This is an optimization exercise on Yosys and OpenROAD, whose aim is small area, a short achievable clock period and few clock cycles per item, not a production implementation.
No run shown here included a check of the RTL's function; only the layout flow was run.

## flow/design.v (module list and top-level ports; edited modules follow where they fit)
// module Exp: 26 lines
// module sq32: 746 lines
// module mul32: 1499 lines
// module fa: 4 lines
// module ha: 4 lines
module Exp(
    input clk,
    input rst,
    input [31:0] x,
    input [31:0] n,
    output [31:0] res,
    output done
);
  // ...
==> flow/run.sh <==
#!/bin/bash
# synth_recipe.tcl (not shown) runs the flow's synth.tcl, then flattens the netlist and writes it again
# the make line also repeats each setting of config.mk as NAME=value (left out here)
make -C /OpenROAD-flow-scripts/flow DESIGN_CONFIG=/design/flow/config.mk WORK_HOME=/design/flow/orfs CLKGATE_MAP_FILE= SYNTH_SCRIPT=/design/flow/synth_recipe.tcl finish
==> flow/config.mk <==
export PLATFORM = sky130hd
export DESIGN_NAME = Exp
export DESIGN_NICKNAME = Exp
export VERILOG_FILES = /design/flow/design.v
export SDC_FILE = /design/flow/constraint.sdc
export NUM_CORES = 4
export LEC_CHECK = 0
export CAP_MARGIN = 20
export CORE_MARGIN = 2
export CORE_UTILIZATION = 45
export PLACE_DENSITY = 0.6
export SLEW_MARGIN = 20
export SYNTH_HIERARCHICAL = 1
==> flow/constraint.sdc <==
create_clock -name core_clock -period 10.0 [get_ports {clk}]
set_input_delay 2.0000 -clock core_clock [delete_from_list [all_inputs] [get_ports {clk}]]
set_output_delay 2.0000 -clock core_clock [all_outputs]
set_load 0.01 [all_outputs]
==> Flow_metrics.wiki, run 1 <==
{| class="wikitable"
! Metric !! Value
|-
| Global routing usage on met1 || between 30% and 40%
|-
| Final Wtd Congestion || 0.8990
|-
| Setup slack after placement || 2177 ps
|-
| Synthesized area divided by synthesized cell count || about 9.7 um2
|-
| Share of the core filled with cells || 48.63%
|-
| Most common cell after layout, fill and taps aside || nand2_1
|-
| Number of tap cells inserted || 688
|-
| WP data required || 10290 ps
|-
| Number of nets in the layout || 3170
|-
| Y dimension of the die || roughly 230 um
|-
| Die Outline Area || between 0.05 and 0.06 mm2
|-
| Max Clk Rate || about 0.13 GHz
|-
| First drt pass iteration count || 7
|-
| Sum of met2 wire segment lengths after detailed routing || 36650 um
|-
| Final Hold Fails || 0
|-
| Total global routing track utilization || 29.42%
|-
| Data-path buffer share of cell area in the final layout || around 5%
|-
| Synthesized netlist cell count || 2426
|-
| Worst min path class || reg2reg
|-
| Inst Count DP || 3091
|-
| Hold Path Depth || 1
|-
| Seq area share || 8.787%
|-
| Worst slew margin || 24.14%
|-
| Setup repair after global routing missed its margin || no
|-
| Post-detailed-route count of antenna-violating nets || 0
|-
| Grt met3 use || roughly 4.3%
|-
| Post-cts sizing count || 0
|-
| Post-route cell area || 0.02540 mm2
|-
| Initial Util || 45.28%
|-
| Wire length of the first global-routing pass || between 100000 and 150000 um
|-
| Total nets after synthesis || 3182
|-
| Outcome || no timing/DRC/antenna violations
|-
| Share of cells above drive strength 1 || 6.160%
|}
==> run 2: changes to the inputs <==
--- a/flow/config.mk
+++ b/flow/config.mk
@@ -11,2 +11,3 @@
 export PLACE_DENSITY = 0.6
+export SETUP_SLACK_MARGIN = 3
 export SLEW_MARGIN = 20
==> Flow_metrics.wiki, run 2 <==
{| class="wikitable"
! Metric !! Value
|-
| Outcome || no timing/DRC/antenna violations (unchanged)
|-
| Synthesized netlist cell count || 2426 (unchanged)
|-
| CTS root buffer || clkbuf_16 (unchanged)
|-
| Via count of the first global-routing pass || 20.26k (was 19.84k)
|-
| Max Clk Rate || 0.1458 GHz (was 0.1343 GHz)
|-
| Setup slack after placement || 2193 ps (was 2177 ps)
|-
| WP data required || 10280 ps (was 10290 ps)
|-
| Final Hold Fails || 0 (unchanged)
|-
| Max-capacitance violation count || 0 (unchanged)
|-
| Bufs and invs on worst path || 1 (unchanged)
|-
| Reg-to-reg startpoint || r[16] (was r[7])
|-
| Top-level port count || 99 (unchanged)
|-
| Total global routing track utilization || 30.44% (was 29.42%)
|-
| Critical path arrival || 7140 ps (was 7740 ps)
|-
| Slack of the worst reg-to-reg path || 3180 ps (was 2810 ps)
|-
| Worst-path clk slew || 70 ps (about the same)
|-
| Final Wtd Congestion || 0.9080 (was 0.8990)
|-
| Critical path's top delay family || adder cells (unchanged)
|-
| Die Outline Area || 0.05441 mm2 (unchanged)
|-
| Initial Util || 45.28% (unchanged)
|-
| DR WL/cell || 25.57 um (was 24.78 um)
|-
| Registers with the most flip-flops || b: 32 flops, r: 32 flops, m: 31 flops (unchanged)
|-
| Number of warnings printed during yosys synthesis || 7 (unchanged)
|-
| Cells along the critical path || clkdlybuf4s50_1 > mux2_2 > nand2_1 > fa_1 > fa_1 > fa_1 > fa_1 > ha_1 > and4_4 > and2_1 > a22oi_1 > and3_4 > o41ai_4 > a41oi_2 > nor3_2 > a311oi_2 (was buf_4 > mux2_2 > nand2_1 > fa_1 > fa_1 > fa_1 > fa_1 > fa_1 > ha_1 > o21a_1 > nor2_1 > nor2_1 > a221oi_1 > o21ai_0 > a211o_1 > a221oi_2 > xnor2_1)
|-
| Endpoint of the worst hold path || m[25] (was m[28])
|-
| Critical path class || in2reg (unchanged)
|-
| Total met3 wirelength after detailed routing || 6347 um (was 5851 um)
|-
| Highest routed layer || met5 (unchanged)
|-
| Post-detailed-route count of antenna-violating nets || 0 (unchanged)
|-
| Synthesized area || 0.02365 mm2 (unchanged)
|-
| Hold Path Depth || 1 (unchanged)
|-
| Post-CTS Hold Buffers || 0 (unchanged)
|-
| Y dimension of the die || 233.3 um (unchanged)
|-
| Min Tclk post-route || 6860 ps (was 7446 ps)
|-
| Max H-tree Level || 3 (unchanged)
|-
| Num CTS Buffers || 9 (unchanged)
|-
| Commonest cells after routing, fill and taps aside || nand2_1 (713), fa_1 (576), inv_1 (166) (was nand2_1 (713), fa_1 (576), inv_1 (168))
|-
| Share of cells above drive strength 1 || 7.920% (was 6.160%)
|-
| Area grow syn2layout || 9.867% (was 7.412%)
|-
| HPWL after detailed placement || 55460 um (was 55850 um)
|-
| CP Capture Type || register (unchanged)
|-
| Detailed Route WL || 80580 um (was 76990 um)
|-
| First drt pass iteration count || 5 (was 7)
|-
| Fillers || 4816 (was 4872)
|-
| Worst min path class || reg2reg (unchanged)
|-
| Transition time at the pin with the least slew margin || 1181 ps (was 1138 ps)
|-
| Final slew viol count || 0 (unchanged)
|-
| Most common cell after layout, fill and taps aside || nand2_1 (unchanged)
|-
| Total nets after synthesis || 3182 (unchanged)
|-
| Fin worst setup slack || 3140 ps (was 2554 ps)
|-
| Clock sink count || 95 (unchanged)
|-
| Clock buffer depth || 2 (unchanged)
|-
| Standard cell core area || 0.05224 mm2 (unchanged)
|-
| Endpoint of the worst register-to-register path || r[31] (unchanged)
|-
| Logic depth of the worst register-to-register path || 18 (was 21)
|-
| Number of nets in the layout || 3213 (was 3170)
|-
| Synthesized area divided by synthesized cell count || 9.749 um2 (unchanged)
|-
| CTS tree || done (unchanged)
|-
| Antenna violations before repair || 2 (unchanged)
|-
| Largest net degree at the start of global routing || 52 (was 57)
|-
| Tcrit/Tclk final || 68.60% (was 74.46%)
|-
| Clock skew || 9.946 ps (was 17.64 ps)
|-
| Largest incremental delay on the critical path || 540 ps (was 760 ps)
|-
| Crit start category || input pin (unchanged)
|-
| Die Span X || 233.3 um (unchanged)
|-
| Most used cell, CP || fa_1 (unchanged)
|-
| Origin of the worst min-delay path || m[26] (was m[29])
|-
| Worst slew margin || 21.26% (was 24.14%)
|-
| Number of core rows || 84 (unchanged)
|-
| Setup repair after global routing missed its margin || yes (was no)
|-
| Later-pin clock latency in the skew report || 360 ps (was 370 ps)
|-
| Via count of the routed design || 18.39k (was 17.91k)
|-
| Crit path max fanout || 16 (was 56)
|-
| Number of I/O port buffers || 98 (unchanged)
|-
| Drt initial violations || 1690 (was 1441)
|-
| Sum of met2 wire segment lengths after detailed routing || 39320 um (was 36650 um)
|-
| Met1 wire length || 31120 um (was 30680 um)
|-
| Standard cell with the maximum stage delay on the critical path || clkdlybuf4s50_1 (was mux2_2)
|-
| Remaining routing DRC violations || 0 (unchanged)
|-
| Finish-stage setup viols || 0 (unchanged)
|-
| Total gr overflow || 0 (unchanged)
|-
| Average via count per standard cell || 5.837 (was 5.763)
|-
| Fin Setup TNS || 0 ps (unchanged)
|-
| Wire length of the first global-routing pass || 121900 um (was 118400 um)
|}
## run 2: changes by cell type in the layout (fill, tap and decap cells not counted), sizes merged
cell           previous run  this run
buf                      37        73
clkdlybuf4s50            97        91
dlymetal6s2s              0         6
mux2                     61        67
clkinvlp                  0         2
inv                     172       170
clkbuf                   10        11
diode                     0         1
## run 2: metal layers
| layer | up-vias | track usage, % |
|---|---|---|
| met1 | 9547 | 39.04 |
| li1 | 7596 | - |
| met5 | - | 0 |
| met3 | 232 | 4.236 |
| met2 | 1016 | 51.46 |
| met4 | 2 | 13.40 |
## run 2: stage by stage
step                std cells  hold slack, ps  cell area [um2]  utilization (%)
finish                   3151           487.1            25980            49.74
CTS                      3119           488.2            25590            48.99
global placement         3094           465.7            25120            48.09
detailed placement       3094           473.4            25120            48.09
global route             3150           504.2            25980            49.74
floorplan                2426           458.3            23660                -
## run 2: timing repair
| action | in CTS | in global routing |
|---|---|---|
| endpoints found under the setup margin | 6 | 11 |
| resized for setup | 19 | 25 |
| pin swaps | 0 | 1 |
| setup buffers | 7 | 26 |
| gates cloned | 2 | 5 |
## run 2: worst max path at each step
| stage | start | end | slack, ps | depth (start not counted) |
|---|---|---|---|---|
| after global routing | x[20] | b[31] | 2990 | 17 |
| after CTS | rst | b[31] | 2990 | 17 |
| after floorplan | rst | b[31] | 3010 | 20 |
| after global placement | rst | b[31] | 2260 | 17 |
| after detailed placement | rst | b[31] | 2190 | 17 |
| final | x[14] | b[30] | 3140 | 16 |
## run 2: cell type report
type / instances / area, um2 / area share [%]
Clock buffer: 10 / 250.2 / 0.9631
Clock inverter: 6 / 60.06 / 0.2311
Antenna cell: 1 / 2.502 / 0.009631
Tap cell: 688 / 860.8 / 3.313
Multi-Input combinational cell: 2012 / 20300 / 78.11
Timing Repair Buffer: 171 / 1642 / 6.318
Sequential cell: 95 / 2237 / 8.610
Inverter: 168 / 634.4 / 2.441
==> run 3: changes to the inputs <==
--- a/flow/config.mk
+++ b/flow/config.mk
@@ -11,3 +11,3 @@
 export PLACE_DENSITY = 0.6
-export SETUP_SLACK_MARGIN = 3
+export SETUP_SLACK_MARGIN = 4.5
 export SLEW_MARGIN = 20
==> Flow_metrics.wiki, run 3 <==
{| class="wikitable"
! Metric !! Value
|-
| Critical path arrival || 6680 ps (was 7140 ps)
|-
| Tcrit/Tclk final || 63.93% (was 68.60%)
|-
| Outcome || no timing/DRC/antenna violations (unchanged)
|-
| Endpoint of the worst hold path || m[28] (was m[25])
|-
| Min Tclk post-route || 6393 ps (was 6860 ps)
|-
| Top-level port count || 99 (unchanged)
|-
| Total global routing track utilization || 34.10% (was 30.44%)
|-
| Most common cell after layout, fill and taps aside || nand2_1 (unchanged)
|-
| Share of the core filled with cells || 56.02% (was 49.74%)
|-
| Number of warnings printed during yosys synthesis || 7 (unchanged)
|-
| Number of core rows || 84 (unchanged)
|-
| Later-pin clock latency in the skew report || 360 ps (about the same)
|-
| Max-capacitance violation count || 0 (unchanged)
|-
| Antenna violations before repair || 4 (was 2)
|-
| Initial Util || 45.28% (unchanged)
|-
| Detailed Route WL || 91810 um (was 80580 um)
|-
| Final Hold Fails || 0 (unchanged)
|-
| Transition time at the pin with the least slew margin || 863.4 ps (was 1181 ps)
|-
| Final slew viol count || 0 (unchanged)
|-
| Critical path class || in2reg (unchanged)
|-
| Number of I/O port buffers || 98 (unchanged)
|-
| Average via count per standard cell || 5.990 (was 5.837)
|-
| DR WL/cell || 27.51 um (was 25.57 um)
|-
| Global routing usage on met1 || 42.75% (was 39.04%)
|-
| Total nets after synthesis || 3182 (unchanged)
|-
| Reg-to-reg startpoint || r[6] (was r[16])
|-
| Hold Path Depth || 1 (unchanged)
|-
| Final Wtd Congestion || 0.8929 (was 0.9080)
|-
| Fin Setup TNS || 0 ps (unchanged)
|-
| Number of nets in the layout || 3400 (was 3213)
|-
| Y dimension of the die || 233.3 um (unchanged)
|-
| Combined flip-flop and latch cell area || 0.002246 mm2 (was 0.002237 mm2)
|-
| Drt initial violations || 2353 (was 1690)
|-
| Clock sink count || 95 (unchanged)
|-
| Post-detailed-route count of antenna-violating nets || 0 (unchanged)
|-
| Grt met3 use || 8.667% (was 4.236%)
|-
| Standard cell core area || 0.05224 mm2 (unchanged)
|-
| Post-CTS Hold Buffers || 0 (unchanged)
|-
| Share of cells above drive strength 1 || 22.50% (was 7.920%)
|-
| WP data required || 10290 ps (was 10280 ps)
|-
| Diode count || 0 (was 1)
|-
| Clock buffer depth || 2 (unchanged)
|-
| Crit path max fanout || 6 (was 16)
|-
| Synthesized netlist cell count || 2426 (unchanged)
|-
| Worst-path clk slew || 70 ps (about the same)
|-
| Grt peak-use layer || met2 (unchanged)
|-
| Synthesized area divided by synthesized cell count || 9.749 um2 (unchanged)
|-
| Synthesized area || 0.02365 mm2 (unchanged)
|-
| Area grow syn2layout || 23.73% (was 9.867%)
|-
| Worst slew margin || 42.44% (was 21.26%)
|-
| Setup repair after global routing missed its margin || yes (unchanged)
|-
| Logic depth of the worst register-to-register path || 22 (was 18)
|-
| Num CTS Buffers || 9 (unchanged)
|-
| Commonest cells after routing, fill and taps aside || nand2_1 (694), fa_1 (535), buf_4 (165) (was nand2_1 (713), fa_1 (576), inv_1 (166))
|-
| Origin of the worst min-delay path || m[29] (was m[26])
|-
| CTS root buffer || clkbuf_16 (unchanged)
|-
| Via count of the routed design || 19.99k (was 18.39k)
|-
| First drt pass iteration count || 6 (was 5)
|-
| Worst min path class || reg2reg (unchanged)
|-
| Area of the multi-input gates || 0.02156 mm2 (was 0.02030 mm2)
|-
| Wire length of the first global-routing pass || 135000 um (was 121900 um)
|-
| Largest net degree at the start of global routing || 36 (was 52)
|-
| Max H-tree Level || 3 (unchanged)
|-
| Remaining routing DRC violations || 0 (unchanged)
|-
| Registers with the most flip-flops || b: 32 flops, r: 32 flops, m: 31 flops (unchanged)
|-
| Slack of the worst reg-to-reg path || 3970 ps (was 3180 ps)
|-
| Endpoint of the worst register-to-register path || r[31] (unchanged)
|-
| Crit start category || input pin (unchanged)
|-
| HPWL after detailed placement || 55430 um (was 55460 um)
|-
| Clock skew || 11.73 ps (was 9.946 ps)
|-
| Die Outline Area || 0.05441 mm2 (unchanged)
|-
| CTS tree || done (unchanged)
|-
| Die Span X || 233.3 um (unchanged)
|-
| CP Capture Type || register (unchanged)
|-
| Fillers || 4411 (was 4816)
|-
| Finish-stage setup viols || 0 (unchanged)
|-
| Total gr overflow || 0 (unchanged)
|-
| Met2 track utilization from global routing || 53.92% (was 51.46%)
|-
| Max Clk Rate || 0.1564 GHz (was 0.1458 GHz)
|-
| Via count of the first global-routing pass || 21.68k (was 20.26k)
|}
==> run 3: per-layer routing <==
layer,wire length (um),up-vias
li1,-,8017
met1,33850,10152
met2,41280,1434
met3,10420,378
met4,6223,6
met5,35,-
==> run 3: area by class of cell <==
class / count / share of cell area, %
clock buffer: 11 / 0.9407
clock inverter: 5 / 0.1839
inverter: 168 / 2.194
multi-input combinational: 2023 / 73.69
sequential: 95 / 7.675
tap: 688 / 2.942
timing repair buffer: 347 / 12.37
==> run 3: how the worst max path moves through the flow <==
stage | startpoint | end | slack (ps) | cells past startpoint
4_1_cts | x[18] | b[31] | 3630 | 17
5_1_grt | rst | b[31] | 3540 | 18
6_report | rst | b[31] | 3610 | 19
3_3_place_gp | rst | b[31] | 2470 | 17
3_5_place_dp | rst | b[31] | 2380 | 17
2_1_floorplan | rst | b[31] | 3240 | 20
==> run 3: per-stage QoR <==
step                hold slack [ps]  instance area, um2  setup slack [ps]  cells
floorplan                     458.3               24110              3242   2426
CTS                           491.7               28470              3634   3296
finish                        491.7               29260              3607   3337
detailed placement            473.9               25370              2384   3094
global placement              465.9               25370              2470   3094
global route                  513.4               29260              3536   3337
==> run 3: critical path, cell delays in order <==
cell and delay [ps]:
buf_16 120, buf_6 110, mux2_4 350, buf_4 150, nand2_1 70, fa_1 450
fa_1 480, fa_2 360, fa_1 450, fa_1 550, ha_4 220, o21a_1 110
nor2_2 130, nor2_1 60, a221oi_2 260, o21ai_1 120, a211o_1 270, a221oi_2 260
xnor2_1 140
==> run 3: timing repair <==
item / 4_1_cts / 5_1_grt
cloned: 24 / 4
setup buffers: 162 / 37
resized for setup: 326 / 137
pin swaps: 110 / 91
endpoints found under the setup margin: 39 / 36

## separate check: timing with driven ports
The flow's constraints put no driver on any port. The routed layouts listed below were extracted and timed again, unchanged, in two steps.
Step 1 assumes that a clkbuf_16 drives the clock port and a buf_2 every other input.
Step 2 times the ports against the registers' clock, not the clock port: input delays grow and output delays shrink by t, the midpoint of the rising clock arrivals with the driver on.
Slacks: ideal ports / drivers / drivers and shift; pairs: ideal ports / drivers.
run | t (ns) | setup slack, ns | latest minus earliest clock arrival (ns) | worst slew at a driven data input, ns
run 1 | 0.420 | 2.554 / 2.575 / 2.155 | 0.018 / 0.018 | 0.06
run 2 | 0.410 | 3.140 / 3.161 / 2.751 | 0.010 / 0.010 | 0.09
run 3 | 0.404 | 3.607 / 3.303 / 2.899 | 0.012 / 0.012 | 0.43
After both steps setup and hold are still met in every run listed. For run 3, which loses most, drivers alone change the setup slack by -0.304 ns; drivers and shift together by -0.708 ns.
